What follows belongs to an exercise in optimizing a design on an open flow for small area; a production flow would make more cautious choices.
The RTL was checked by simulation tests, not by an equivalence proof against the original design.
Power is estimated from default activity; no workload was simulated.

==> flow/design.v <==
module ROM_COS(clka, ena, addra, douta);
input clka, ena;
input [9:0] addra;
output [11:0] douta;
assign douta = 12'd0;
endmodule
module ROM_SINE(clka, ena, addra, douta);
input clka, ena;
input [9:0] addra;
output [11:0] douta;
assign douta = 12'd0;
endmodule
module NCO(clk, rst, en, ncos, nsin);
input clk, rst, en;
output [11:0] ncos, nsin;
assign ncos = 12'd0;
assign nsin = 12'd0;
endmodule
module CO(clk, rst, en, I, Q, I_ro, Q_ro);
input clk, rst, en;
input [1:0] I;
input [1:0] Q;
output [13:0] I_ro;
output [13:0] Q_ro;
function [7:0] ADD; input [7:0] x; input [7:0] y; input ci;
  integer i; reg cy;
  begin
    cy = ci;
    for (i = 0; i < 8; i = i + 1) begin
      ADD[i] = x[i] ^ y[i] ^ cy;
      cy = (x[i] & y[i]) | (cy & (x[i] ^ y[i]));
    end
  end
endfunction
function [7:0] CNEG; input [7:0] x; input n;
  integer i; reg any;
  begin
    any = 1'b0;
    for (i = 0; i < 8; i = i + 1) begin
      CNEG[i] = x[i] ^ (n & any);
      any = any | x[i];
    end
  end
endfunction
function [7:0] MUL; input [1:0] k; input [5:0] s;
  MUL = ({8{k[1]}} & {1'b0, s, 1'b0}) | ({8{k[0]}} & {2'b0, s});
endfunction
reg [1:0] q;
reg p;
reg [6:0] xb;                
wire [6:0] x = ~xb;
reg [1:0] It, Qt;
integer j;
reg [6:0] xn;
reg cy;
always @(*) begin
  cy = 1'b1;
  for (j = 0; j < 7; j = j + 1) begin
    xn[j] = x[j] ^ cy;
    cy = cy & (x[j] ^ p);
  end
end
wire w = x[0] & (&(x[6:1] ^ {6{p}}));
always @(posedge clk or posedge rst) begin
  if (rst) begin
    q <= 2'd0;
    p <= 1'b0;
    xb <= 7'd0;
    It <= 2'd0;
    Qt <= 2'd0;
  end else begin
    q <= {q[1] ^ (q[0] & p & w), q[0] ^ (p & w)};
    p <= p ^ w;
    xb <= ~xn;
    It <= I;
    Qt <= Q;
  end
end
wire s = p & ~(|x);
wire [5:0] bt;
wire [4:0] st;
BIGT u_big(.a(x), .y(bt));
SMALLT u_small(.a(x), .y(st));
wire [5:0] A = s ? 6'd28 : bt;
wire [5:0] B = s ? 6'd28 : {1'b0, st};
wire sw = p ^ q[0];
wire cneg = q[1] ^ q[0];
wire sneg = q[1];
wire [1:0] mi = {It[1] & ~It[0], It[0]};    
wire [1:0] mq = {Qt[1] & ~Qt[0], Qt[0]};    
wire ic = It[1] ^ cneg, is = It[1] ^ sneg;   
wire qc = Qt[1] ^ cneg, qs = Qt[1] ^ sneg;   
wire [1:0] ia = sw ? mq : mi;
wire [1:0] ib = sw ? mi : mq;
wire isa = sw ? ~qs : ic;
wire isb = sw ? ic : ~qs;
wire qsa = sw ? is : qc;
wire qsb = sw ? qc : is;
wire [5:0] fi = {isa, isa ^ isb, ib, ia};
wire [5:0] fq = {qsa, qsa ^ qsb, ia, ib};
wire [7:0] wi = ADD(MUL(fi[1:0], A), MUL(fi[3:2], B) ^ {8{fi[4]}}, fi[4]);
wire [7:0] wq = ADD(MUL(fq[1:0], A), MUL(fq[3:2], B) ^ {8{fq[4]}}, fq[4]);
reg [7:0] ir, qr;
always @(posedge clk or posedge rst) begin
  if (rst) begin
    ir <= 8'd0;
    qr <= 8'd0;
  end else if (en) begin
    ir <= CNEG(wi, fi[5]);
    qr <= CNEG(wq, fq[5]);
  end
end
assign I_ro = {{6{ir[7]}}, ir};
assign Q_ro = {{6{qr[7]}}, qr};
endmodule
module BIGT(a, y);
  input [6:0] a;
  output [5:0] y;
  wire new_n14, new_n15, new_n16, new_n17, new_n18, new_n19, new_n20,
    new_n21, new_n22, new_n23, new_n24, new_n25, new_n26, new_n27, new_n28,
    new_n29, new_n30, new_n31, new_n32, new_n33, new_n34, new_n35, new_n36,
    new_n37, new_n38, new_n39, new_n40, new_n42, new_n43, new_n44, new_n45,
    new_n46, new_n47, new_n48, new_n50, new_n51, new_n52;
  assign new_n14 = ~a[0] & ~a[1];
  assign new_n15 = a[2] & ~new_n14;
  assign new_n16 = a[0] & a[1];
  assign new_n17 = ~a[1] & a[5];
  assign new_n18 = ~a[4] & ~new_n17;
  assign new_n19 = ~new_n16 & ~new_n18;
  assign new_n20 = new_n15 & ~new_n19;
  assign new_n21 = ~a[3] & ~new_n20;
  assign new_n22 = ~a[5] & ~new_n16;
  assign new_n23 = a[3] & new_n15;
  assign new_n24 = ~new_n22 & new_n23;
  assign new_n25 = ~new_n21 & ~new_n24;
  assign new_n26 = a[6] & ~new_n25;
  assign new_n27 = a[0] & a[6];
  assign new_n28 = ~a[1] & ~a[2];
  assign new_n29 = ~new_n27 & new_n28;
  assign new_n30 = a[3] & a[4];
  assign new_n31 = ~new_n29 & new_n30;
  assign new_n32 = a[5] & new_n31;
  assign new_n33 = ~new_n26 & ~new_n32;
  assign new_n34 = ~a[4] & ~new_n24;
  assign new_n35 = a[5] & ~new_n34;
  assign new_n36 = ~a[5] & new_n34;
  assign new_n37 = ~new_n35 & ~new_n36;
  assign new_n38 = a[6] & new_n37;
  assign new_n39 = ~a[5] & ~a[6];
  assign new_n40 = ~new_n31 & new_n39;
  assign y[2] = ~new_n38 & ~new_n40;
  assign new_n42 = new_n37 & y[2];
  assign new_n43 = new_n33 & ~new_n42;
  assign new_n44 = a[2] & ~a[3];
  assign new_n45 = ~new_n16 & ~new_n44;
  assign new_n46 = a[4] & a[5];
  assign new_n47 = ~new_n45 & new_n46;
  assign new_n48 = new_n26 & new_n47;
  assign y[0] = ~new_n43 & ~new_n48;
  assign new_n50 = new_n31 & ~new_n33;
  assign new_n51 = a[6] & new_n34;
  assign new_n52 = ~new_n40 & ~new_n51;
  assign y[1] = ~new_n50 & new_n52;
  assign y[4] = a[6] & new_n35;
  assign y[3] = new_n40 | y[4];
  assign y[5] = ~y[4];
endmodule
module SMALLT(a, y);
  input [6:0] a;
  output [4:0] y;
  wire new_n13, new_n14, new_n15, new_n16, new_n17, new_n18, new_n19,
    new_n20, new_n21, new_n22, new_n23, new_n24, new_n25, new_n26, new_n27,
    new_n28, new_n29, new_n30, new_n31, new_n32, new_n33, new_n34, new_n35,
    new_n36, new_n37, new_n38, new_n39, new_n40, new_n41, new_n42, new_n43,
    new_n44, new_n45, new_n46, new_n47, new_n49, new_n50, new_n51, new_n52,
    new_n53, new_n54, new_n55, new_n57, new_n58, new_n59, new_n60, new_n61,
    new_n62, new_n63, new_n65, new_n66, new_n67, new_n69;
  assign new_n13 = ~a[1] & a[4];
  assign new_n14 = ~a[0] & new_n13;
  assign new_n15 = a[3] & a[5];
  assign new_n16 = new_n14 & new_n15;
  assign new_n17 = a[0] & ~a[3];
  assign new_n18 = ~new_n13 & new_n17;
  assign new_n19 = ~a[1] & ~a[5];
  assign new_n20 = ~a[4] & ~new_n19;
  assign new_n21 = a[6] & ~new_n20;
  assign new_n22 = ~new_n18 & new_n21;
  assign new_n23 = ~new_n16 & ~new_n22;
  assign new_n24 = a[3] & ~a[5];
  assign new_n25 = a[2] & ~new_n24;
  assign new_n26 = new_n14 & ~new_n25;
  assign new_n27 = ~a[3] & a[5];
  assign new_n28 = ~a[2] & ~new_n27;
  assign new_n29 = ~new_n26 & ~new_n28;
  assign new_n30 = ~new_n23 & ~new_n29;
  assign new_n31 = ~a[5] & a[6];
  assign new_n32 = a[2] & ~new_n31;
  assign new_n33 = ~a[5] & ~a[6];
  assign new_n34 = ~a[4] & ~new_n28;
  assign new_n35 = ~new_n33 & ~new_n34;
  assign new_n36 = ~a[3] & a[6];
  assign new_n37 = ~a[0] & ~new_n36;
  assign new_n38 = a[1] & ~new_n37;
  assign new_n39 = ~new_n35 & new_n38;
  assign new_n40 = ~new_n32 & ~new_n39;
  assign new_n41 = ~a[4] & new_n36;
  assign new_n42 = a[5] & ~new_n41;
  assign new_n43 = a[0] & a[1];
  assign new_n44 = new_n32 & new_n43;
  assign new_n45 = ~new_n42 & new_n44;
  assign new_n46 = new_n23 & ~new_n45;
  assign new_n47 = ~new_n40 & new_n46;
  assign y[0] = new_n30 | new_n47;
  assign new_n49 = ~new_n30 & ~new_n45;
  assign new_n50 = a[5] & a[6];
  assign new_n51 = new_n49 & ~new_n50;
  assign new_n52 = ~new_n49 & new_n50;
  assign new_n53 = ~new_n51 & ~new_n52;
  assign new_n54 = ~a[3] & ~new_n53;
  assign new_n55 = a[3] & new_n53;
  assign y[1] = ~new_n54 & ~new_n55;
  assign new_n57 = a[3] & ~a[6];
  assign new_n58 = ~new_n36 & ~new_n57;
  assign new_n59 = ~new_n51 & ~new_n58;
  assign new_n60 = ~a[4] & ~new_n59;
  assign new_n61 = a[4] & ~new_n15;
  assign new_n62 = new_n59 & new_n61;
  assign new_n63 = ~new_n52 & ~new_n62;
  assign y[2] = ~new_n60 & new_n63;
  assign new_n65 = a[4] & new_n57;
  assign new_n66 = ~new_n41 & ~new_n65;
  assign new_n67 = ~new_n49 & ~new_n66;
  assign y[3] = new_n42 | new_n67;
  assign new_n69 = ~a[5] & new_n67;
  assign y[4] = a[6] & ~new_n69;
endmodule
==> flow/flow/run.sh <==
#!/bin/bash
# Own layout flow: the standard layout (standard.sh), with these changes:
#  - synthesis maps with an area-only ABC script (flow/abc_area.script) instead of
#    ORFS's, which sizes and buffers for speed; everything else in synthesis is
#    the standard script (synth_recipe.tcl), so the registers are the same;
#  - synthesis extracts no full-adder cells (ADDER_MAP_FILE empty): ABC maps the
#    adders as gates, whose carry chain is faster than the full-adder cell's;
#  - port buffering uses the smallest buffer cell (every port still gets one);
#  - clock tree synthesis takes its arguments from flow/cts_args.txt (no dummy
#    loads, small clock buffers).
# ORFS writes each step's full log under orfs/logs; the make output of each
# standard.sh call goes to flow_synth.log and flow_finish.log here.
set -euo pipefail
W=$PWD
rm -rf "$W/myscripts"
cp -r "$FLOW_HOME/scripts" "$W/myscripts"
cp "$W/flow/abc_area.script" "$W/myscripts/abc_area.script"
export SCRIPTS_DIR="$W/myscripts"
export ADDER_MAP_FILE=
export BUFFER_PORTS_ARGS="-buffer_cell sky130_fd_sc_hd__buf_1"
if [[ -f "$W/flow/cts_args.txt" ]]; then
  CTS_ARGS="$(tr '\n' ' ' < "$W/flow/cts_args.txt")"
  export CTS_ARGS
fi
bash "$W/standard.sh" synth > "$W/flow_synth.log" 2>&1
bash "$W/standard.sh" finish > "$W/flow_finish.log" 2>&1
test -f "$W/out/final.def"
==> flow/flow/abc_area.script <==
strash
dch
amap
topo
==> flow/flow/cts_args.txt <==
-sink_clustering_enable -repair_clock_nets -buf_list sky130_fd_sc_hd__clkbuf_4 -dont_use_dummy_load
==> flow/standard.sh <==
#!/bin/bash
# synth_recipe.tcl (not shown) runs the flow's synth.tcl, then flattens the netlist and writes it again
# the make line also repeats each setting of config.mk as NAME=value (left out here)
make -C /OpenROAD-flow-scripts/flow DESIGN_CONFIG=/design/flow/config.mk WORK_HOME=/design/flow/orfs CLKGATE_MAP_FILE= SYNTH_SCRIPT=/design/flow/synth_recipe.tcl "${@:-finish}"
==> flow/config.mk <==
export PLATFORM = sky130hd
export DESIGN_NAME = CO
export DESIGN_NICKNAME = CO
export VERILOG_FILES = /design/flow/design.v
export SDC_FILE = /design/flow/constraint.sdc
export NUM_CORES = 4
export LEC_CHECK = 0
export ABC_AREA = 1
export CAP_MARGIN = 20
export CORE_MARGIN = 2
export CORE_UTILIZATION = 40
export SETUP_SLACK_MARGIN = -0.3
export SLEW_MARGIN = 20
export SYNTH_MEMORY_MAX_BITS = 32768
==> flow/constraint.sdc <==
create_clock -name core_clock -period 5.0 [get_ports {clk}]
set_input_delay 1.0000 -clock core_clock [delete_from_list [all_inputs] [get_ports {clk}]]
set_output_delay 1.0000 -clock core_clock [all_outputs]
set_load 0.01 [all_outputs]
==> metrics.md, run 1 <==
| Metric | Value |
|---|---|
| Crit end category | flip-flop |
| R2r endpoint | ir[7] |
| Worst-case vdd ir drop | between 0.1 and 0.15 mV |
| Min Tclk post-route | between 4 and 5 ns |
| TritonCTS clock tree | done |
| Placed insts | between 400 and 500 |
| Ys flop type | dfrtp_1 |
| Rel. slew slack | about 46% |
| Fraction of registers with async set/reset | 100% |
| Final Skew | 0.0250 ns |
| Initial core utilization | between 40% and 50% |
| Hold Path Class | reg2reg |
| Worst setup path endpoint | ir[7] |
| Ys Warns | 1 |
| Final Cycle Share | about nine tenths |
| Slowest cell on crit path | dfrtp_2 |
| Via count | around 2600 |
| PwrDens | around 220 mW/mm^2 |
| Clock sinks | 30 |
| GPL Wtd Cong | 0.998 |
| Avg Inst Size Synth | roughly 6.6 sq um |
| CP peak stage delay | roughly 0.48 ns |
| Sequential area share after synthesis | roughly 31% |
| Total of max-cap violations | 0 |
| Yosys cell types | 27 |
| Hold path depth | 2 |
| Count leader, synth | nand2_1 |
| Setup bufs post-CTS | 0 |
| Worst-margin pin slew | 0.805 ns |
| Synthesized area | about 0.0024 sq mm |
| IO Pins | 35 |
| DR WL met2 | 2770 microns |
| Final ANT Viol Nets | 0 |
| Vias in the first global route | 2277 |
| Data required, critical path | ~5.2 ns |
| Top Metal Used | met4 |
| Ant. Diodes | 0 |
| Area of the die | 0.00665 sq mm |
| Outcome | finished clean |
| Worst skew pair latency | ~0.34 ns |
| Syn Inst Count | between 300 and 400 |
| Iteration-0 DRC Markers | 153 |
| Synth area leaders | dfrtp_1 (31%), o21ai_0 (12%), nand2_1 (10%) |
| Synth top cells by count | nand2_1 (67), o21ai_0 (57), nor2_1 (55), o22ai_1 (35) |
| Die width | slightly above 80 microns |
| Via density | 5.50 |
| 1st-pass router iterations | 4 |
| Fmax | around 220 MHz |
| Synth Register Bits | 30 |
| Clock root cell | clkbuf_4 |
| Hold-fix buffer count after cts | 0 |
| Reg2reg setup slack | between 0.4 and 0.5 ns |
| First-pass GRT wire length | roughly 10000 microns |
| Crit path arrival time | roughly 4.8 ns |
| Final hold vios | 0 |
| IO buf count | 34 |
| Fraction of layout cells with a size suffix above 1 | 3.77% |
| Antenna violations before repair | 0 |
| Row count | 28 |
| Syn nets | 370 |
| Met1 WL | ~2800 microns |
| Die H | 81.6 microns |
| CP startpoint | xb[3] |
| Yosys top cell by area | dfrtp_1 |
| Post-DP Area | approximately 0.0026 sq mm |
| CP Launch Type | flip-flop |
| Worst r2r src | xb[3] |
| Final Slew Violations | 0 |
| CTS Buf Count | 5 |
| Longest Clk Path Bufs | 2 |
| Largest net degree at the start of global routing | 31 |
| CTS H-tree depth | 2 |
| FF-to-FF path depth | 27 |
| Leak | ~1 nW |
| Fin area | 0.00264 sq mm |
| Fin nets | between 400 and 500 |
| WL/cell | around 12 microns |
| Drt drc | 0 |
| GR Overflow Total | 0 |
| Final HPWL DP | about 4500 microns |
| Final wirelength | ~6000 microns |
| CP Max Fanout | 12 |
| Top cell type's share of synthesized area | between 30% and 40% |
| Final setup fails | 0 |
| Area grow syn2layout | 9.62% |
| Worst-path clk slew | ~0.10 ns |
| Core Region | between 0.005 and 0.006 sq mm |
| CP Class | reg2reg |
| Total GRT Usage | between 10% and 20% |
| Met3 wire len | approximately 260 microns |
| Final std cells w/o fill | 473 |
| Number of synthesized flops with an enable pin | 0 |
## worst min-delay path by stage
stage,from,endpoint,slack (ns)
after floorplan,xb[2],xb[2],0.51
after global placement,ir[2],ir[2],0.47
after detailed placement,ir[4],ir[4],0.47
after CTS,ir[4],ir[4],0.49
after global routing,ir[4],ir[4],0.51
final,ir[6],ir[6],0.48
## final cells by class
| cell class | count | area, sq um |
|---|---|---|
| Fill cell | 641 | 3210 |
| Sequential cell | 30 | 752 |
| Clock buffer | 5 | 37.5 |
| Timing Repair Buffer | 42 | 188 |
| Inverter | 30 | 114 |
| Multi-Input combinational cell | 291 | 1450 |
| Tap cell | 75 | 93.8 |
## timing repair
action / in CTS / in global routing
hold endpoints to repair: 0 / 0
endpoints found under the setup margin: 0 / 2
resized for setup: 0 / 1
## routing by layer
metal,vias to the layer above,track usage [%]
li1,1371,-
met1,1151,25.3
met2,75,32.2
met3,6,3.85
met4,0,6.27
met5,-,0
## cells in the final DEF, fill, tap and decap left out, types with 5 or more instances in the layout
master	instances
nand2_1	67
o21ai_0	57
nor2_1	55
o22ai_1	35
buf_1	34
dfrtp_1	29
clkinv_1	29
a21oi_1	26
o21a_1	13
buf_4	8
a211oi_1	5
nor3_1	5
clkbuf_4	5
## logic make-up (layout without fill, tap and decap cells)
group / count (synthesis) / in the layout / synth area share (%)
compound gates: 152 / 152 / 37.2
buf+inv: 42 / 77 / 8.42
simple gates: 139 / 139 / 23.1
flops: 30 / 30 / 31.2
## worst max-delay path, delay by kind of cell, from the launching register on
kind / cells / cell delay (ns)
AO/OA/AOI/OAI: 9 / 1.55
flip-flops: 1 / 0.48
buffers and inverters: 1 / 0.21
AND/OR/NAND/NOR: 17 / 2.20
## metrics by stage
step                worst slack (ns)  hold slack, ns  util [%]  total power (W)  TNS (ns)
finish                         0.438           0.483      45.1         0.000593         0
global route                  -0.207           0.509      45.1         0.000641    -0.392
global placement               0.573           0.467      44.4         0.000467         0
CTS                            0.356           0.491      45.1         0.000601         0
floorplan                      0.889           0.513         -         0.000434         0
detailed placement             0.399           0.472      44.4         0.000470         0
## flip-flops by register name, indices dropped and copies added (netlist names)
register  flops
ir            8
qr            8
xb            7
It            2
Qt            2
q             2
p             1
## where the power goes
group          switching, W  total [W]  internal, W
logic              0.000116   0.000182    0.0000659
registers         0.0000152   0.000281     0.000266
clock network     0.0000831   0.000130    0.0000469
==> run 2, diff against run 1 <==
--- a/flow/config.mk
+++ b/flow/config.mk
@@ -9,6 +9,5 @@
 export CAP_MARGIN = 20
 export CORE_MARGIN = 2
 export CORE_UTILIZATION = 40
-export SETUP_SLACK_MARGIN = -0.3
 export SLEW_MARGIN = 20
 export SYNTH_MEMORY_MAX_BITS = 32768
==> metrics.md, run 2 <==
| Metric | Value |
|---|---|
| CTS H-tree depth | 2 |
| 1st-pass router iterations | 5 |
| Largest regs | ir (8), qr (8), xb (7) |
| Final ANT Viol Nets | 0 |
| CTS resizes | 0 |
| CP peak stage delay | around 0.5 ns |
| Worst r2r src | xb[3] |
| Core Region | around 0.0059 sq mm |
| Crit path arrival time | roughly 4.7 ns |
| Clock Power Share | between 20% and 30% |
| Outcome | finished clean |
| Ant. Diodes | 0 |
| GPL Wtd Cong | between 0.9 and 1 |
| Leak | around 1 nW |
| Drt drc | 0 |
| Fin nets | 407 |
| FF-to-FF path depth | 28 |
| Main combinational cell family by area after synthesis | compound AO/OA/AOI/OAI gates |
| Slowest cell on crit path | dfrtp_2 |
| Initial core utilization | 41.1% |
| Longest Clk Path Bufs | 2 |
| Final hold vios | 0 |
| FILL cells | between 600 and 700 |
| Final setup fails | 0 |
| TritonCTS clock tree | done |
| Clock root cell | clkbuf_4 |
| Synth area leaders | dfrtp_1 (31%), o21ai_0 (12%), nand2_1 (10%) |
| Sw frac | 36.1% |
| Min Tclk post-route | between 4 and 5 ns |
| Syn Inst Count | about 360 |
| Syn nets | 370 |
| CP Launch Type | flip-flop |
| Crit end category | flip-flop |
| Worst-margin pin slew | slightly below 0.9 ns |
| Post-synthesis mux area share | 0% |
| CTS Buf Count | 5 |
| Clock sinks | 30 |
| Final Cycle Share | roughly nine tenths |
| Commonest non-fill, non-tap cell in the layout | nand2_1 |
| Area of the die | 0.00665 sq mm |
| Reg2reg setup slack | ~0.57 ns |
| WL/cell | about 13 microns |
| Hold path depth | 2 |
| CP Max Fanout | 12 |
| PwrDens | between 200 and 250 mW/mm^2 |
| Hold Path Class | reg2reg |
| Yosys top cell by area | dfrtp_1 |
| Sw Pwr | between 0.0002 and 0.00025 W |
| Total of max-cap violations | 0 |
| Via count | between 2000 and 3000 |
| Overall Power | approximately 0.00059 W |
| Number of synthesized flops with an enable pin | 0 |
| Fin area | 0.00266 sq mm |
| Fmax | ~230 MHz |
| Die width | between 80 and 90 microns |
| Final Slew Violations | 0 |
| First-pass GRT wire length | roughly 10000 microns |
| CP Class | reg2reg |
| Via density | approximately 5.5 |
| Commonest cells after routing, fill and taps aside | nand2_1 (67), nor2_1 (53), o21ai_0 (53) |
| Synthesized area | ~0.0024 sq mm |
| Crit path top cell by count | nand2_1 |
| Avg Inst Size Synth | 6.63 sq um |
| Area grow syn2layout | 10.7% |
| HP Start | ir[6] |
| Comb power frac | a little under a third |
| Simple-Gate Fraction of Synth Area | 23.1% |
| Worst skew pair latency | 0.34 ns |
| Synth Register Bits | 30 |
| Sequential area share after synthesis | ~31% |
| Count leader, synth | nand2_1 |
| Worst-case vdd ir drop | between 0.1 and 0.15 mV |
| Post-DP Area | between 0.002 and 0.003 sq mm |
| Largest net degree at the start of global routing | 31 |
| Vias in the first global route | about 2300 |
| Top cell type's share of synthesized area | 31.2% |
| R2r endpoint | qr[7] |
| Area of the multi-input gates | around 0.0015 sq mm |
| IO buf count | 34 |
| Compound-cell area share of the yosys netlist | a little under two fifths |
| Total GRT Usage | between 15 and 20% |
| Hold-fix buffer count after cts | 0 |
| Data required, critical path | around 5.2 ns |
| Hold Crit Endpoint | ir[6] |
| Sequential share of power | between 40% and 50% |
| Final Skew | about 0.025 ns |
| IO Pins | 35 |
| Adder-cell share of the synthesized area | 0% |
| Ys Warns | 1 |
| Sequential cell area | around 750 sq um |
| Fraction of registers with async set/reset | 100% |
| Setup bufs post-CTS | 0 |
| Synth Area in XOR/XNOR | 0% |
| Core Util, Final | 45.5% |
| Antenna violations before repair | 0 |
| Iteration-0 DRC Markers | roughly 130 |
| GR Overflow Total | 0 |
| Yosys cell types | 27 |
| Final wirelength | just under 6000 microns |
| Fraction of layout cells with a size suffix above 1 | 5.28% |
| Final HPWL DP | about 4500 microns |
| Ys flop type | dfrtp_1 |
| Synth top cells by count | nand2_1 (67), o21ai_0 (57), nor2_1 (55), o22ai_1 (35) |
| Row count | 28 |
| Rel. slew slack | 40.7% |
| Die H | slightly above 80 microns |
| Worst-path clk slew | approximately 0.10 ns |
| Cell internal pwr | between 0.0003 and 0.0004 W |
-- run 2: cell counts after synthesis --
Identical to the previous run, type by type.
-- run 2: worst max path at each step --
stage | startpoint | to | slack [ns] | cells after the start
6_report | xb[3] | qr[7] | 0.57 | 28
3_5_place_dp | xb[3] | qr[7] | 0.40 | 24
2_1_floorplan | q[1] | qr[7] | 0.89 | 23
5_1_grt | xb[3] | ir[7] | -0.0004 | 30
4_1_cts | xb[3] | ir[7] | 0.36 | 25
3_3_place_gp | xb[3] | qr[7] | 0.57 | 24
-- run 2: layout make-up --
cell class | count | area share (%)
flip-flops and latches | 30 | 28.2
repair buffers | 42 | 7.05
inverters | 30 | 4.42
clock buffers | 5 | 1.41
well taps | 75 | 3.52
multi-input cells | 291 | 55.4
-- run 2: logic make-up after synthesis --
family | Yosys count
compound gates | 152
simple gates | 139
buf+inv | 42
flops | 30
-- run 2: power by group through the flow --
stage	registers [W]	clock network (W)	logic, W
2_1_floorplan	0.000297	0	0.000137
3_3_place_gp	0.000286	0	0.000182
3_5_place_dp	0.000286	0	0.000184
4_1_cts	0.000282	0.000135	0.000184
5_1_grt	0.000285	0.000142	0.000214
6_report	0.000281	0.000130	0.000183
-- run 2: layer usage --
metal | vias up | track usage (%) | share of wire [%] | routed length, microns
met1 | 1134 | 25.3 | 47 | 2790
met2 | 76 | 32.2 | 47 | 2790
met3 | 6 | 3.85 | 4.4 | 260
li1 | 1367 | - | - | -
met4 | 0 | 6.27 | 1.4 | 85
met5 | - | 0 | 0 | 0
-- run 2: stage by stage --
step | hold slack [ns] | setup WS, ns | TNS (ns) | std cells
global placement | 0.467 | 0.573 | 0 | 468
finish | 0.483 | 0.574 | 0 | 473
CTS | 0.491 | 0.356 | 0 | 473
global route | 0.509 | -0.000356 | -0.000356 | 473
floorplan | 0.513 | 0.889 | 0 | 363
detailed placement | 0.472 | 0.399 | 0 | 468
-- run 2: critical path, delay by kind of cell (launching register included) --
| family | cells | cell delay (ns) |
|---|---|---|
| compound gates | 12 | 2.05 |
| buf+inv | 2 | 0.38 |
| flops | 1 | 0.51 |
| simple gates | 14 | 1.39 |
==> run 3, diff against run 2 <==
--- a/flow/config.mk
+++ b/flow/config.mk
@@ -9,5 +9,6 @@
 export CAP_MARGIN = 20
 export CORE_MARGIN = 2
 export CORE_UTILIZATION = 40
+export SETUP_SLACK_MARGIN = -1.0
 export SLEW_MARGIN = 20
 export SYNTH_MEMORY_MAX_BITS = 32768
==> metrics.md, run 3 <==
| Metric | Value |
|---|---|
| Outcome | finished clean |
| Area grow syn2layout | 9.57% |
| Commonest non-fill, non-tap cell in the layout | nand2_1 |
| Final hold vios | 0 |
| Final Slew Violations | 0 |
| Worst slack at placement | ~0.4 ns |
| Fmax | 213 MHz |
| CP Class | reg2reg |
| Synthesized area | ~0.0024 sq mm |
| Synth Register Bits | 30 |
| Largest net degree at the start of global routing | 31 |
| Initial core utilization | between 40% and 50% |
| Worst-case vdd ir drop | ~0.13 mV |
| Clock root cell | clkbuf_4 |
| Fin nets | a little over 400 |
| Row count | 28 |
| Synth area leaders | dfrtp_1 (31%), o21ai_0 (12%), nand2_1 (10%) |
| CTS Buf Count | 5 |
| IO buf count | 34 |
| Number of synthesized flops with an enable pin | 0 |
| CP Launch Type | flip-flop |
| 1st-pass router iterations | 5 |
| Crit end category | flip-flop |
| Yosys cell types | 27 |
| CTS H-tree depth | 2 |
| Final wirelength | 5890 microns |
| First-pass GRT wire length | between 10000 and 15000 microns |
| Sequential area share after synthesis | a little under a third |
| Core Util, Final | a little under half |
| Post-DP Area | 0.00260 sq mm |
| Rel. slew slack | around 45% |
| Antenna violations before repair | 0 |
| Synth top cells by count | nand2_1 (67), o21ai_0 (57), nor2_1 (55), o22ai_1 (35) |
| Count leader, synth | nand2_1 |
| Worst skew pair latency | around 0.34 ns |
| Fraction of layout cells with a size suffix above 1 | under 10% |
| GPL Wtd Cong | 0.998 |
| WL/cell | ~12 microns |
| Ys Warns | 1 |
| Hold-fix buffer count after cts | 0 |
| Worst-path clk slew | about 0.09 ns |
| Fin area | 0.00264 sq mm |
| Final HPWL DP | 4510 microns |
| Core Region | about 0.006 sq mm |
| Setup bufs post-CTS | 0 |
| Overall Power | 0.000592 W |
| Syn Inst Count | approximately 360 |
| Hold Path Class | reg2reg |
| FILL cells | around 640 |
| Worst-margin pin slew | 0.819 ns |
| Drt drc | 0 |
| Largest regs | ir (8), qr (8), xb (7) |
| Crit path arrival time | between 4 and 5 ns |
| Data required, critical path | ~5.2 ns |
| Min Tclk post-route | between 4 and 5 ns |
| Final Cycle Share | a little over nine tenths |
| Post-route setup slack | between 0.2 and 0.3 ns |
| Final Skew | ~0.025 ns |
| Area of the die | 0.00665 sq mm |
| Ys flop type | dfrtp_1 |
| Final setup fails | 0 |
| Total of max-cap violations | 0 |
| Via count | about 2600 |
| Final ANT Viol Nets | 0 |
| IO Pins | 35 |
| GR Overflow Total | 0 |
| PwrDens | roughly 220 mW/mm^2 |
| Yosys top cell by area | dfrtp_1 |
| Fraction of registers with async set/reset | 100% |
| Avg Inst Size Synth | about 6.6 sq um |
| Leak | around 1 nW |
| CP Max Fanout | 12 |
| Fin Setup TNS | 0 ns |
| Die width | between 80 and 90 microns |
| Iteration-0 DRC Markers | 160 |
| Longest Clk Path Bufs | 2 |
| Total GRT Usage | slightly below 20% |
| Commonest cells after routing, fill and taps aside | nand2_1 (67), o21ai_0 (57), nor2_1 (55) |
| Ant. Diodes | 0 |
| Syn nets | between 300 and 400 |
| Die H | slightly above 80 microns |
| Vias in the first global route | 2277 |
| Clock sinks | 30 |
| Top cell type's share of synthesized area | a little under a third |
| TritonCTS clock tree | done |
| CTS resizes | 0 |
| Via density | about 5.5 |
run 3: cell counts after synthesis:
Identical to the previous run, type by type.
run 3: cell type report:
| cell class | instances | area, sq um | area share (%) |
|---|---|---|---|
| Clock buffer | 5 | 37.5 | 1.42 |
| Inverter | 30 | 114 | 4.32 |
| Timing Repair Buffer | 42 | 188 | 7.12 |
| Multi-Input combinational cell | 291 | 1450 | 55.1 |
| Sequential cell | 30 | 751 | 28.5 |
| Tap cell | 75 | 93.8 | 3.56 |
run 3: layer usage:
metal / track usage [%] / share of wire (%)
met2: 32.2 / 47
met4: 6.27 / 1.6
met3: 3.85 / 4.2
met5: 0 / 0
met1: 25.3 / 47
run 3: where the power goes:
part	switching [W]	leakage, nW	internal, W
Combinational	0.000116	0.628	0.0000659
Clock	0.0000826	0.0230	0.0000469
Sequential	0.0000152	0.349	0.000266
run 3: final timing paths:
kind	slack, ns	cells past startpoint	startpoint	to
max in group asynchronous	3.99	2	rst	ir[7]
min in group asynchronous	0.65	2	rst	qr[0]
max	0.30	27	xb[3]	ir[7]
min	0.48	2	ir[6]	ir[6]
max reg2reg	0.30	27	xb[3]	ir[7]
min reg2reg	0.48	2	ir[6]	ir[6]
run 3: kinds of logic (layout without fill, tap and decap cells):
kind of cell	after synthesis	in the layout	synth area share (%)
compound gates	152	152	37.2
buf+inv	42	77	8.42
flops	30	30	31.2
simple gates	139	139	23.1
run 3: worst max-delay path, stage by stage, from the launching register on:
cell and delay [ns]:
dfrtp_1 0.57, clkinv_1 0.26, nor2_1 0.27, a21oi_1 0.12, nor3_1 0.26, nor2_1 0.13
nand2_1 0.08, o21ai_0 0.09, or3_1 0.36, a31oi_1 0.33, o22ai_1 0.16, o21ai_0 0.26
nand2_1 0.11, o21a_1 0.12, nand2_1 0.07, nand2_1 0.06, nand2_1 0.07, nand2_1 0.06
o21ai_0 0.27, nor2_1 0.07, nor2_1 0.13, and2_0 0.16, nor2_1 0.06, nor2_1 0.17
nor2_1 0.06, nand2_1 0.09, o21ai_0 0.06, o21ai_0 0.14
run 3: through the flow:
step,hold slack [ns],instances
after CTS,0.491,473
final,0.483,473
after global routing,0.509,473
after global placement,0.467,468
after detailed placement,0.472,468
after floorplan,0.513,363
==> run 4, diff against run 3 <==
--- a/flow/config.mk
+++ b/flow/config.mk
@@ -9,6 +9,6 @@
 export CAP_MARGIN = 20
 export CORE_MARGIN = 2
 export CORE_UTILIZATION = 40
-export SETUP_SLACK_MARGIN = -1.0
+export SETUP_SLACK_MARGIN = -0.6
 export SLEW_MARGIN = 20
 export SYNTH_MEMORY_MAX_BITS = 32768
==> metrics.md, run 4 <==
| Metric | Value |
|---|---|
| Outcome | finished clean |
| Worst-case vdd ir drop | around 0.13 mV |
| Final wirelength | 5890 microns |
| 1st-pass router iterations | 5 |
| Fin nets | slightly above 400 |
| Rel. slew slack | about 45% |
| Final Cycle Share | 94.1% |
| Via density | 5.48 |
| Fin area | 0.00264 sq mm |
| Fraction of layout cells with a size suffix above 1 | 3.52% |
| Via count | ~2600 |
| GPL Wtd Cong | approximately 1 |
| CTS H-tree depth | 2 |
| Clock root cell | clkbuf_4 |
| CP Class | reg2reg |
| CTS resizes | 0 |
| CP Max Fanout | 12 |
| Area grow syn2layout | 9.57% |
| Fmax | around 210 MHz |
| Vias in the first global route | roughly 2300 |
| Final Skew | ~0.025 ns |
| Synth area leaders | dfrtp_1 (31%), o21ai_0 (12%), nand2_1 (10%) |
| Area of the die | 0.00665 sq mm |
| Largest regs | ir (8), qr (8), xb (7) |
| Final HPWL DP | around 4500 microns |
| FILL cells | around 640 |
| TritonCTS clock tree | done |
| Initial core utilization | 41.1% |
| Final hold vios | 0 |
| Top cell type's share of synthesized area | 31.2% |
| IO buf count | 34 |
| Data required, critical path | approximately 5.2 ns |
| Number of synthesized flops with an enable pin | 0 |
| Min Tclk post-route | ~4.7 ns |
| Syn Inst Count | 363 |
| Ys Warns | 1 |
| Hold WS | between 0.4 and 0.5 ns |
| Syn nets | 370 |
| Crit path arrival time | 4.93 ns |
| Total GRT Usage | about a fifth |
| First-pass GRT wire length | just over 10000 microns |
| CP Launch Type | flip-flop |
| GR Overflow Total | 0 |
| Sequential area share after synthesis | ~31% |
| Avg Inst Size Synth | 6.63 sq um |
| Largest net degree at the start of global routing | 31 |
| Worst-path clk slew | ~0.09 ns |
| Row count | 28 |
| Antenna violations before repair | 0 |
| Worst skew pair latency | roughly 0.34 ns |
| Final ANT Viol Nets | 0 |
| Count leader, synth | nand2_1 |
| Synth top cells by count | nand2_1 (67), o21ai_0 (57), nor2_1 (55), o22ai_1 (35) |
| Worst-margin pin slew | around 0.82 ns |
| Commonest cells after routing, fill and taps aside | nand2_1 (67), o21ai_0 (57), nor2_1 (55) |
| Ant. Diodes | 0 |
| Die width | just over 80 microns |
| Iteration-0 DRC Markers | 160 |
| IO Pins | 35 |
| Worst slack at placement | roughly 0.40 ns |
| Setup bufs post-CTS | 0 |
| Longest Clk Path Bufs | 2 |
| Clock sinks | 30 |
| Core Region | roughly 0.0059 sq mm |
| Core Util, Final | a little under half |
| Post-DP Area | ~0.0026 sq mm |
| Hold-fix buffer count after cts | 0 |
| Yosys top cell by area | dfrtp_1 |
| Final Slew Violations | 0 |
| Synth Register Bits | 30 |
| Die H | between 80 and 90 microns |
| Hold Path Class | reg2reg |
| Drt drc | 0 |
| Fraction of registers with async set/reset | 100% |
| WL/cell | about 12 microns |
| Commonest non-fill, non-tap cell in the layout | nand2_1 |
| Final setup fails | 0 |
| Synthesized area | 0.00241 sq mm |
| PwrDens | 225 mW/mm^2 |
| Total of max-cap violations | 0 |
| Ys flop type | dfrtp_1 |
| Yosys cell types | 27 |
| Leak | between 0.9 and 1 nW |
| CTS Buf Count | 5 |
| Post-route setup slack | 0.297 ns |
| Crit end category | flip-flop |
| Overall Power | 0.000592 W |
==> run 4: cell counts in the layout (fill, tap and decap cells not counted) <==
No cell type changed its count.
==> run 4: kinds of logic (layout without fill, tap and decap cells) <==
kind of cell	Yosys count	count (layout)	share of synthesized area, %
AND/OR/NAND/NOR	139	139	23.1
AO/OA/AOI/OAI	152	152	37.2
buffers and inverters	42	77	8.42
flip-flops	30	30	31.2
==> run 4: cell type report <==
type	instances	area, sq um	area share (%)
Clock buffer	5	37.5	1.42
Inverter	30	114	4.32
Multi-Input combinational cell	291	1450	55.1
Timing Repair Buffer	42	188	7.12
Tap cell	75	93.8	3.56
Sequential cell	30	751	28.5
==> run 4: routing by layer <==
metal	vias up	wire, microns	GRT usage (%)
met5	-	0	0
met4	0	94	6.27
met3	8	248	3.85
met2	73	2770	32.2
met1	1145	2780	25.3
li1	1365	-	-
==> run 4: stage by stage <==
stage	instances	TNS [ns]
4_1_cts	473	0
3_5_place_dp	468	0
3_3_place_gp	468	0
2_1_floorplan	363	0
5_1_grt	473	-0.980
6_report	473	0
==> run 4: path summary, 6_finish.rpt <==
path / from / endpoint / slack, ns / cells after the start
setup / recovery: xb[3] / ir[7] / 0.30 / 27
hold / removal: ir[6] / ir[6] / 0.48 / 2
setup reg to reg: xb[3] / ir[7] / 0.30 / 27
hold reg to reg: ir[6] / ir[6] / 0.48 / 2
max in group asynchronous: rst / ir[7] / 3.99 / 2
min in group asynchronous: rst / qr[0] / 0.65 / 2
==> run 4: power breakdown <==
part           internal (W)  leakage, nW  switching [W]
Clock             0.0000469       0.0230      0.0000826
Combinational     0.0000659        0.628       0.000116
Sequential         0.000266        0.349      0.0000152
Total              0.000379        0.999       0.000214
==> run 4: worst max-delay path: stages, from the launching register on <==
cell	delay, ns
dfrtp_1	0.57
clkinv_1	0.26
nor2_1	0.27
a21oi_1	0.12
nor3_1	0.26
nor2_1	0.13
nand2_1	0.08
o21ai_0	0.09
or3_1	0.36
a31oi_1	0.33
o22ai_1	0.16
o21ai_0	0.26
nand2_1	0.11
o21a_1	0.12
nand2_1	0.07
nand2_1	0.06
nand2_1	0.07
nand2_1	0.06
o21ai_0	0.27
nor2_1	0.07
nor2_1	0.13
and2_0	0.16
nor2_1	0.06
nor2_1	0.17
nor2_1	0.06
nand2_1	0.09
o21ai_0	0.06
o21ai_0	0.14
==> run 5, diff against run 4 <==
--- a/flow/flow/run.sh
+++ b/flow/flow/run.sh
@@ -3,8 +3,6 @@
 #  - synthesis maps with an area-only ABC script (flow/abc_area.script) instead of
 #    ORFS's, which sizes and buffers for speed; everything else in synthesis is
 #    the standard script (synth_recipe.tcl), so the registers are the same;
-#  - synthesis extracts no full-adder cells (ADDER_MAP_FILE empty): ABC maps the
-#    adders as gates, whose carry chain is faster than the full-adder cell's;
 #  - port buffering uses the smallest buffer cell (every port still gets one);
 #  - clock tree synthesis takes its arguments from flow/cts_args.txt (no dummy
 #    loads, small clock buffers).
@@ -16,7 +14,6 @@
 cp -r "$FLOW_HOME/scripts" "$W/myscripts"
 cp "$W/flow/abc_area.script" "$W/myscripts/abc_area.script"
 export SCRIPTS_DIR="$W/myscripts"
-export ADDER_MAP_FILE=
 export BUFFER_PORTS_ARGS="-buffer_cell sky130_fd_sc_hd__buf_1"
 if [[ -f "$W/flow/cts_args.txt" ]]; then
   CTS_ARGS="$(tr '\n' ' ' < "$W/flow/cts_args.txt")"
==> flow/flow/abc_area.script (replaced) <==
strash
dch
map -a
topo
--- a/flow/config.mk
+++ b/flow/config.mk
@@ -9,6 +9,5 @@
 export CAP_MARGIN = 20
 export CORE_MARGIN = 2
 export CORE_UTILIZATION = 40
-export SETUP_SLACK_MARGIN = -0.6
 export SLEW_MARGIN = 20
 export SYNTH_MEMORY_MAX_BITS = 32768
==> metrics.md, run 5 <==
| Metric | Value |
|---|---|
| Outcome | failed layout checks |
| Fail Reasons | setup timing |
| Total GRT Usage | roughly 18% |
| Crit end category | flip-flop |
| Worst skew pair latency | roughly 0.33 ns |
| Drt drc | 0 |
| Fin nets | 440 |
| CP Launch Type | flip-flop |
| Total of max-cap violations | 0 |
| Comb power frac | 37.8% |
| Fraction of layout cells with a size suffix above 1 | roughly 28% |
| CP Class | reg2reg |
| Hold Path Class | reg2reg |
| Data required, critical path | 5.19 ns |
| Worst setup path endpoint | ir[7] |
| Area grow syn2layout | 30.7% |
| Final ANT Viol Nets | 0 |
| CTS Buf Count | 5 |
| Die width | ~84 microns |
| Count leader, synth | nor2_1 |
| IO buf count | 34 |
| PwrDens | 210 mW/mm^2 |
| Number of synthesized flops with an enable pin | 0 |
| WL/cell | 12.8 microns |
| Clock root cell | clkbuf_4 |
| Min Tclk post-route | a little over 5 ns |
| Worst-margin pin slew | 0.551 ns |
| TritonCTS clock tree | done |
| Clock Power Share | 18.9% |
| Sw frac | a little under two fifths |
| Clock sinks | 30 |
| Core Region | 0.00624 sq mm |
| CP Max Fanout | 6 |
| Via count | around 2500 |
| CTS H-tree depth | 2 |
| Sequential share of power | 43.2% |
| 1st-pass router iterations | 4 |
| Sequential area share after synthesis | between 20 and 30% |
| Sw Pwr | 0.000264 W |
| Fraction of registers with async set/reset | 100% |
| Avg Inst Size Synth | just under 8 sq um |
| Crit path arrival time | roughly 5.2 ns |
| Hold-fix buffer count after cts | 0 |
| Top cell type's share of synthesized area | just under 30% |
| Final Slew Violations | 0 |
| Crit path top cell by count | fa_2 |
| R2r endpoint | ir[7] |
| Iteration-0 DRC Markers | between 150 and 200 |
| Largest net degree at the start of global routing | 33 |
| Fmax | 199 MHz |
| Final setup fails | 1 |
| Vias in the first global route | 2279 |
| CP startpoint | xb[0] |
| CP peak stage delay | 0.56 ns |
| IO Pins | 35 |
| Leak | roughly 1.4 nW |
| Sequential cell area | around 760 sq um |
| Ys Warns | 1 |
| GPL Wtd Cong | 0.921 |
| Area of the multi-input gates | 0.00173 sq mm |
| Syn nets | 356 |
| Row count | 29 |
| Worst-case vdd ir drop | between 0.1 and 0.15 mV |
| Final HPWL DP | around 4500 microns |
| Initial core utilization | 40.8% |
| Synth top cells by count | nor2_1 (61), clkinv_1 (39), nand2_1 (36), dfrtp_1 (30), xor2_1 (29) |
| Worst r2r src | xb[0] |
| Final Skew | 0.0177 ns |
| Final hold vios | 0 |
| Largest regs | ir (8), qr (8), xb (7) |
| Worst-path clk slew | around 0.10 ns |
| Commonest cells after routing, fill and taps aside | buf_4 (54), nor2_1 (53), nand2_1 (34) |
| First-pass GRT wire length | between 10000 and 15000 microns |
| Via density | between 5 and 6 |
| Slowest cell on crit path | fa_1 |
| Synth area leaders | dfrtp_1 (30%), xor2_1 (10%), fa_1 (9.4%) |
| Worst path cell trace | inv_4 -> nor2_4 -> nor2_4 -> inv_2 -> nor3_2 -> or2_4 -> ha_4 -> a21oi_2 -> a221o_2 -> o21ai_4 -> nor2_4 -> nand2_2 -> o21ai_2 -> fa_2 -> fa_2 -> fa_2 -> fa_2 -> fa_2 -> fa_1 -> nand2_1 -> nand2_1 -> xor2_1 -> a21oi_1 |
| Worst slack at placement | -0.232 ns |
| Yosys top cell by area | dfrtp_1 |
| Die H | 83.7 microns |
| Synth Register Bits | 30 |
| Final wirelength | 6280 microns |
| Ant. Diodes | 0 |
| Antenna violations before repair | 0 |
| Syn Inst Count | 330 |
| Commonest non-fill, non-tap cell in the layout | buf_4 |
| GR Overflow Total | 0 |
| Longest Clk Path Bufs | 2 |
| Final Cycle Share | 101% |
| RSZ-0062 raised after global routing | true |
| Synthesized area | 0.00254 sq mm |
| Reg2reg setup slack | -0.03 ns |
| Core Util, Final | approximately 53% |
| Area of the die | roughly 0.007 sq mm |
| Rel. slew slack | roughly 63% |
| Post-route setup slack | -0.0291 ns |
| Yosys cell types | 24 |
| Ys flop type | dfrtp_1 |
| Cell internal pwr | roughly 0.00043 W |
| FF-to-FF path depth | 23 |
| FILL cells | around 590 |
## run 5: cell count changes in the layout (fill, tap and decap cells not counted), moves of 5 or more
cell     previous run  this run
buf_4               8        54
o21ai_0            57        17
nand2_1            67        34
xor2_1              0        28
o22ai_1            35        14
o21a_1             13         0
fa_2                0        10
xnor2_1             0         6
ha_1                0         5
## run 5: worst max-delay path, delay by kind of cell, from the launching register on
kind            cells  cell delay, ns
buf+inv             2            0.13
flops               1            0.43
fa+ha+maj           7            2.68
xor+xnor            1            0.15
compound gates      5            0.67
simple gates        8            0.82
## run 5: power groups by stage
stage / clock (W) / sequential, W / combinational, W
after global routing: 0.000143 / 0.000308 / 0.000299
after global placement: 0 / 0.000306 / 0.000257
final: 0.000132 / 0.000302 / 0.000264
after detailed placement: 0 / 0.000307 / 0.000260
after CTS: 0.000138 / 0.000303 / 0.000265
after floorplan: 0 / 0.000323 / 0.000194
## run 5: final cells by class
class	count	share of cell area [%]
Inverter	39	4.74
Multi-Input combinational cell	249	52.1
Clock buffer	5	1.13
Timing Repair Buffer	89	16.4
Tap cell	77	2.90
Sequential cell	30	22.7
## run 5: how the worst min path moves through the flow
stage          start     to  depth (start not counted)
5_1_grt         q[0]   q[0]                          1
2_1_floorplan   q[0]   q[0]                          1
6_report       qr[2]  qr[2]                          2
3_5_place_dp   qr[1]  qr[1]                          2
4_1_cts        qr[2]  qr[2]                          2
3_3_place_gp   qr[3]  qr[3]                          2
## run 5: timing repair
item,in CTS,in global routing
gates resized for setup,16,34
pin swaps,4,17
setup buffers,3,6
cloned,0,0
setup endpoints to repair,4,4
endpoints found under the hold margin,0,0
## run 5: routing by layer
layer,GRT usage [%],vias up,wire length [microns]
met1,23.1,1142,2810
met4,5.28,0,102
met5,0,-,0
met3,2.77,9,232
met2,31.3,55,3140
li1,-,1250,-
## run 5: per-stage QoR
| step | instances | setup TNS [ns] | hold slack (ns) | cell area [sq um] | total power, W |
|---|---|---|---|---|---|
| 6_report | 489 | -0.0291 | 0.525 | 3320 | 0.000698 |
| 5_1_grt | 489 | -0.665 | 0.557 | 3320 | 0.000751 |
| 4_1_cts | 483 | 0 | 0.534 | 3150 | 0.000705 |
| 3_5_place_dp | 475 | -0.776 | 0.510 | 3040 | 0.000567 |
| 3_3_place_gp | 475 | -0.618 | 0.500 | 3040 | 0.000563 |
| 2_1_floorplan | 330 | -0.000935 | 0.487 | 2560 | 0.000517 |
## run 5: kinds of logic (layout without fill, tap and decap cells)
group	Yosys count	count (layout)	synth area share [%]
simple gates	114	114	18.0
compound gates	80	80	18.0
buf+inv	51	133	9.30
xor+xnor	36	36	12.4
flops	30	30	29.5
fa+ha+maj	19	19	12.9
==> run 6, diff against run 5 <==
--- a/flow/flow/run.sh
+++ b/flow/flow/run.sh
@@ -3,6 +3,8 @@
 #  - synthesis maps with an area-only ABC script (flow/abc_area.script) instead of
 #    ORFS's, which sizes and buffers for speed; everything else in synthesis is
 #    the standard script (synth_recipe.tcl), so the registers are the same;
+#  - synthesis extracts no full-adder cells (ADDER_MAP_FILE empty): ABC maps the
+#    adders as gates, whose carry chain is faster than the full-adder cell's;
 #  - port buffering uses the smallest buffer cell (every port still gets one);
 #  - clock tree synthesis takes its arguments from flow/cts_args.txt (no dummy
 #    loads, small clock buffers).
@@ -14,6 +16,7 @@
 cp -r "$FLOW_HOME/scripts" "$W/myscripts"
 cp "$W/flow/abc_area.script" "$W/myscripts/abc_area.script"
 export SCRIPTS_DIR="$W/myscripts"
+export ADDER_MAP_FILE=
 export BUFFER_PORTS_ARGS="-buffer_cell sky130_fd_sc_hd__buf_1"
 if [[ -f "$W/flow/cts_args.txt" ]]; then
   CTS_ARGS="$(tr '\n' ' ' < "$W/flow/cts_args.txt")"
==> flow/flow/abc_area.script (replaced) <==
strash
dch
amap
topo
--- a/flow/config.mk
+++ b/flow/config.mk
@@ -6,8 +6,9 @@
 export NUM_CORES = 4
 export LEC_CHECK = 0
 export ABC_AREA = 1
-export CAP_MARGIN = 20
+export CAP_MARGIN = 0
 export CORE_MARGIN = 2
 export CORE_UTILIZATION = 40
-export SLEW_MARGIN = 20
+export SETUP_SLACK_MARGIN = -0.2
+export SLEW_MARGIN = 0
 export SYNTH_MEMORY_MAX_BITS = 32768
==> metrics.md, run 6 <==
| Metric | Value |
|---|---|
| Row count | 28 |
| Die width | 81.6 microns |
| GPL Wtd Cong | roughly 1 |
| Fraction of registers with async set/reset | 100% |
| Crit path arrival time | 4.78 ns |
| Crit path top cell by count | nand2_1 |
| Final setup fails | 0 |
| CTS H-tree depth | 2 |
| 1st-pass router iterations | 4 |
| Vias in the first global route | between 2000 and 2500 |
| PwrDens | 224 mW/mm^2 |
| Top cell type's share of synthesized area | approximately 31% |
| Fraction of layout cells with a size suffix above 1 | under 10% |
| Ys flop type | dfrtp_1 |
| Avg Inst Size Synth | 6.63 sq um |
| Overall Power | ~0.00059 W |
| Sequential area share after synthesis | a little under a third |
| Synthesized area | between 0.002 and 0.0025 sq mm |
| Sw frac | between 30% and 40% |
| Ys Warns | 1 |
| Worst skew pair latency | about 0.34 ns |
| Worst-margin pin slew | approximately 1.1 ns |
| Worst-path clk slew | approximately 0.10 ns |
| GR peak layer | met2 |
| Core Region | around 0.0059 sq mm |
| Fin nets | around 400 |
| Antenna violations before repair | 0 |
| Setup bufs post-CTS | 0 |
| Final Cycle Share | between 90% and 100% |
| Yosys top cell by area | dfrtp_1 |
| Hold WS | slightly below 0.5 ns |
| GRT met2 Usage | 32.2% |
| Syn nets | 370 |
| Worst-case vdd ir drop | between 0.1 and 0.15 mV |
| Initial core utilization | around two fifths |
| Total GRT Usage | approximately a fifth |
| Crit end category | flip-flop |
| Leak | between 0.9 and 1 nW |
| First-pass GRT wire length | roughly 10000 microns |
| Data required, critical path | between 5 and 6 ns |
| Via count | around 2600 |
| CTS Buf Count | 5 |
| CP Launch Type | flip-flop |
| Placed insts | around 470 |
| Drt drc | 0 |
| Largest net degree at the start of global routing | 31 |
| Die H | between 80 and 90 microns |
| Min Tclk post-route | between 4 and 5 ns |
| Largest regs | ir (8), qr (8), xb (7) |
| Syn Inst Count | around 360 |
| Final hold vios | 0 |
| Hold Path Class | reg2reg |
| Outcome | finished clean |
| Worst path cell trace | clkinv_1 -> o22ai_1 -> clkinv_1 -> o22a_1 -> o22ai_1 -> nand2_1 -> o21ai_0 -> nand2_1 -> o21a_1 -> nand2_1 -> nand2_1 -> nand2_1 -> nand2_1 -> o21ai_0 -> a31oi_1 -> nor2_1 -> and2_0 -> nor2_1 -> nor2_1 -> nor2_1 -> nand2_1 -> o21ai_0 -> o21ai_0 |
| WL/cell | approximately 12 microns |
| Clock sinks | 30 |
| Count leader, synth | nand2_1 |
| Sequential share of power | a little under half |
| Clock Power Share | about 22% |
| Fin area | about 0.0026 sq mm |
| Post-DP Area | between 0.002 and 0.003 sq mm |
| Commonest cells after routing, fill and taps aside | nand2_1 (67), o21ai_0 (56), nor2_1 (55) |
| Via density | between 5 and 6 |
| Synth Register Bits | 30 |
| Comb power frac | about 31% |
| Fmax | 220 MHz |
| Final HPWL DP | 4510 microns |
| Total of max-cap violations | 0 |
| Final std cells w/o fill | 473 |
| Met3 usage | 3.85% |
| Synth top cells by count | nand2_1 (67), o21ai_0 (57), nor2_1 (55), o22ai_1 (35) |
| GR Overflow Total | 0 |
| Iteration-0 DRC Markers | about 140 |
| Sw Pwr | 0.000213 W |
| Final Slew Violations | 0 |
| TritonCTS clock tree | done |
| Synth area leaders | dfrtp_1 (31%), o21ai_0 (12%), nand2_1 (10%) |
| IO Pins | 35 |
| Ant. Diodes | 0 |
| Cell internal pwr | 0.000379 W |
| Slowest cell on crit path | dfrtp_1 |
| Number of synthesized flops with an enable pin | 0 |
| Final ANT Viol Nets | 0 |
| Longest Clk Path Bufs | 2 |
| Fin Setup TNS | 0 ns |
| Clock root cell | clkbuf_4 |
| M1 GR Usage | about 25% |
| Commonest non-fill, non-tap cell in the layout | nand2_1 |
| Area grow syn2layout | 9.83% |
| CP peak stage delay | about 0.52 ns |
| Final wirelength | 5870 microns |
| Final Skew | around 0.024 ns |
| IO buf count | 34 |
| Area of the die | ~0.0067 sq mm |
| Yosys cell types | 27 |
| CP Class | reg2reg |
| Rel. slew slack | 26.5% |
| CP Max Fanout | 11 |
==> run 6: cell types whose count changed in the layout (fill, tap and decap cells not counted), sizes merged, moves of 5 or more <==
cell,change
o21a,+13
nor2,-6
xor2,-29
nand3,-5
buf,-46
o22ai,+20
xnor2,-7
o21ai,+34
ha,-7
fa,-12
inv,-5
nand2,+31
==> run 6: critical path: cells and delay by family, from the launching register on <==
family / cells / cell delay (ns)
simple gates: 12 / 1.20
flops: 1 / 0.52
buf+inv: 2 / 0.64
compound gates: 9 / 2.08
==> run 6: repair_timing <==
action	in CTS	in global routing
gates resized for setup	0	3
setup endpoints to repair	0	2
hold buffers	0	0
==> run 6: final cells by class <==
class,instances,area (sq um)
Fill cell,643,3210
Sequential cell,30,752
Clock buffer,5,37.5
Inverter,30,113
Multi-Input combinational cell,291,1460
Timing Repair Buffer,42,188
Tap cell,75,93.8
==> run 6: worst paths after layout <==
| check | from | cells after the start | endpoint | slack, ns |
|---|---|---|---|---|
| setup / recovery | p | 23 | ir[7] | 0.44 |
| hold / removal | ir[6] | 2 | ir[6] | 0.48 |
| setup reg to reg | p | 23 | ir[7] | 0.44 |
| hold reg to reg | ir[6] | 2 | ir[6] | 0.48 |
| max in group asynchronous | rst | 2 | xb[3] | 3.69 |
| min in group asynchronous | rst | 2 | qr[0] | 0.76 |
==> run 6: power by group through the flow <==
stage	combinational, W	sequential (W)	clock [W]
after floorplan	0.000137	0.000297	0
after global placement	0.000182	0.000286	0
after detailed placement	0.000184	0.000286	0
after CTS	0.000184	0.000282	0.000135
after global routing	0.000213	0.000285	0.000142
final	0.000182	0.000281	0.000129
==> run 6: metal layers <==
layer	share of wire [%]	wire length, microns
met5	0	0
met3	4.2	248
met1	47	2760
met2	47	2790
met4	1.3	76
==> run 6: kinds of logic (layout without fill, tap and decap cells) <==
kind of cell / Yosys count / in the layout / synth area share (%)
compound gates: 152 / 152 / 37.2
buf+inv: 42 / 77 / 8.42
simple gates: 139 / 139 / 23.1
flops: 30 / 30 / 31.2
==> run 6: stage by stage <==
stage	setup WS [ns]	util, %
after global placement	0.573	44.4
after global routing	-0.187	45.2
after floorplan	0.889	-
final	0.445	45.2
after detailed placement	0.399	44.4
after CTS	0.356	45.0
==> run 7, diff against run 6 <==
==> flow/flow/cts_args.txt (replaced) <==
-sink_clustering_enable -sink_clustering_size 16 -sink_clustering_max_diameter 200 -repair_clock_nets -buf_list sky130_fd_sc_hd__clkbuf_4 -dont_use_dummy_load
--- a/flow/config.mk
+++ b/flow/config.mk
@@ -6,9 +6,8 @@
 export NUM_CORES = 4
 export LEC_CHECK = 0
 export ABC_AREA = 1
-export CAP_MARGIN = 0
+export CAP_MARGIN = 20
 export CORE_MARGIN = 2
 export CORE_UTILIZATION = 40
-export SETUP_SLACK_MARGIN = -0.2
-export SLEW_MARGIN = 0
+export SLEW_MARGIN = 20
 export SYNTH_MEMORY_MAX_BITS = 32768
==> metrics.md, run 7 <==
| Metric | Value |
|---|---|
| Iteration-0 DRC Markers | around 130 |
| Core Region | 0.00585 sq mm |
| Hold Path Class | reg2reg |
| Slowest cell on crit path | dfrtp_2 |
| Area grow syn2layout | 10.7% |
| Worst r2r src | xb[3] |
| Synth Register Bits | 30 |
| Largest regs | ir (8), qr (8), xb (7) |
| Yosys top cell by area | dfrtp_1 |
| GR Overflow Total | 0 |
| CTS H-tree depth | 2 |
| TritonCTS clock tree | done |
| Final setup fails | 0 |
| CP Max Fanout | 12 |
| CTS resizes | 0 |
| IO Pins | 35 |
| Synth top cells by count | nand2_1 (67), o21ai_0 (57), nor2_1 (55), o22ai_1 (35) |
| Vias in the first global route | between 2000 and 2500 |
| Overall Power | 0.000594 W |
| Via count | between 2000 and 3000 |
| Post-DP Area | around 0.0026 sq mm |
| Crit end category | flip-flop |
| Synthesized area | 0.00241 sq mm |
| Via density | approximately 5.5 |
| CP startpoint | xb[3] |
| Min Tclk post-route | 4.43 ns |
| Fmax | roughly 230 MHz |
| Fraction of layout cells with a size suffix above 1 | about 5.3% |
| CTS Buf Count | 5 |
| Worst-case vdd ir drop | 0.132 mV |
| Final HPWL DP | about 4500 microns |
| Top cell type's share of synthesized area | 31.2% |
| GPL Wtd Cong | 0.998 |
| 1st-pass router iterations | 5 |
| Total GRT Usage | approximately 19% |
| Crit path arrival time | roughly 4.7 ns |
| CP Class | reg2reg |
| Setup bufs post-CTS | 0 |
| Yosys cell types | 27 |
| FILL cells | between 600 and 700 |
| Die H | 81.6 microns |
| CP Launch Type | flip-flop |
| Outcome | finished clean |
| Ys flop type | dfrtp_1 |
| Final wirelength | 5930 microns |
| Hold-fix buffer count after cts | 0 |
| Synth area leaders | dfrtp_1 (31%), o21ai_0 (12%), nand2_1 (10%) |
| Ys Warns | 1 |
| PwrDens | 223 mW/mm^2 |
| Initial core utilization | between 40% and 50% |
| Number of synthesized flops with an enable pin | 0 |
| Die width | 81.6 microns |
| Count leader, synth | nand2_1 |
| Antenna violations before repair | 0 |
| Fin area | between 0.002 and 0.003 sq mm |
| Avg Inst Size Synth | between 6 and 7 sq um |
| Drt drc | 0 |
| Syn Inst Count | ~360 |
| Clock sinks | 30 |
| Fin nets | about 410 |
| WL/cell | 12.5 microns |
| Sequential area share after synthesis | ~31% |
| Final hold vios | 0 |
| Final ANT Viol Nets | 0 |
| Worst-path clk slew | about 0.10 ns |
| Area of the die | approximately 0.0067 sq mm |
| Final Slew Violations | 0 |
| Fraction of registers with async set/reset | 100% |
| Clock root cell | clkbuf_4 |
| Worst skew pair latency | approximately 0.34 ns |
| Syn nets | 370 |
| Final Cycle Share | between 80% and 90% |
| Row count | 28 |
| Data required, critical path | ~5.2 ns |
| Crit path top cell by count | nand2_1 |
| Largest net degree at the start of global routing | 31 |
| Rel. slew slack | 40.7% |
| IO buf count | 34 |
| Longest Clk Path Bufs | 2 |
| CP peak stage delay | just over 0.5 ns |
| Worst-margin pin slew | between 0.8 and 0.9 ns |
| Total of max-cap violations | 0 |
| Final Skew | 0.0251 ns |
| HP Start | ir[6] |
| First-pass GRT wire length | roughly 10000 microns |
| Ant. Diodes | 0 |
| Commonest cells after routing, fill and taps aside | nand2_1 (67), nor2_1 (53), o21ai_0 (53) |
| Leak | 1.00 nW |
| Commonest non-fill, non-tap cell in the layout | nand2_1 |
-- run 7: critical path: cells and delay by family (launching register included) --
family	cells	cell delay (ns)
flops	1	0.51
simple gates	14	1.39
compound gates	12	2.05
buf+inv	2	0.38
-- run 7: cell families (layout without fill, tap and decap cells) --
group | count (synthesis) | after routing | synth area share (%)
buffers and inverters | 42 | 77 | 8.42
AND/OR/NAND/NOR | 139 | 139 | 23.1
AO/OA/AOI/OAI | 152 | 152 | 37.2
flip-flops | 30 | 30 | 31.2
-- run 7: worst paths after layout --
kind,to,slack [ns],cells after the start
max in group asynchronous,ir[7],3.98,2
setup / recovery,qr[7],0.57,28
setup reg to reg,qr[7],0.57,28
hold / removal,ir[6],0.48,2
min in group asynchronous,qr[0],0.65,2
hold reg to reg,ir[6],0.48,2
-- run 7: where the power goes --
part / total (W) / internal, W / switching (W)
Sequential: 0.000281 / 0.000266 / 0.0000152
Combinational: 0.000183 / 0.0000666 / 0.000117
Clock: 0.000130 / 0.0000469 / 0.0000827
Total: 0.000594 / 0.000380 / 0.000215
-- run 7: cell type report --
class | instances | area (sq um) | share of cell area [%]
repair buffers | 42 | 188 | 7.05
inverters | 30 | 118 | 4.42
clock buffers | 5 | 37.5 | 1.41
well taps | 75 | 93.8 | 3.52
multi-input cells | 291 | 1480 | 55.4
flip-flops and latches | 30 | 752 | 28.2
-- run 7: metrics by stage --
step	TNS, ns	setup WS, ns	cells	utilization, %	hold WS, ns
2_1_floorplan	0	0.889	363	-	0.513
3_3_place_gp	0	0.573	468	44.4	0.467
3_5_place_dp	0	0.399	468	44.4	0.472
4_1_cts	0	0.356	473	45.1	0.491
5_1_grt	-0.000356	-0.000356	473	45.5	0.509
6_report	0	0.574	473	45.5	0.483
-- run 7: layer usage --
metal | track usage, % | vias to the layer above | wire [microns]
li1 | - | 1367 | -
met5 | 0 | - | 0
met3 | 3.85 | 6 | 260
met4 | 6.27 | 0 | 85
met2 | 32.2 | 76 | 2790
met1 | 25.3 | 1134 | 2790

==> port drivers added, routing unchanged <==
No port has a modelled driver above. Below, the same layouts with a new extraction and two added sets of constraints.
Step 1, drivers: a clkbuf_16 drives clk and a buf_2 each remaining input, both assumed.
Step 2, shift: input delay + t, output delay - t, t = (earliest + latest rising clock arrival at the registers) / 2. This alone moves slack from input paths to output paths.
Three values: no drivers, after step 1, after step 2; two values: the first two.
run	shift t [ns]	setup WS [ns]	clock arrival spread, ns	worst register clock-pin slew, ns	worst data-port slew with drivers (ns)
run 1	0.353	0.438 / 0.438 / 0.438	0.025 / 0.025	0.10 / 0.10	0.03
run 2	0.354	0.574 / 0.574 / 0.574	0.025 / 0.025	0.10 / 0.10	0.03
run 3	0.353	0.297 / 0.297 / 0.297	0.025 / 0.025	0.10 / 0.10	0.03
run 4	0.353	0.297 / 0.297 / 0.297	0.025 / 0.025	0.10 / 0.10	0.03
run 5	0.354	-0.029 / -0.029 / -0.029	0.018 / 0.018	0.11 / 0.11	0.03
run 6	0.350	0.445 / 0.445 / 0.445	0.024 / 0.024	0.10 / 0.10	0.03
run 7	0.354	0.574 / 0.574 / 0.574	0.025 / 0.025	0.10 / 0.10	0.03
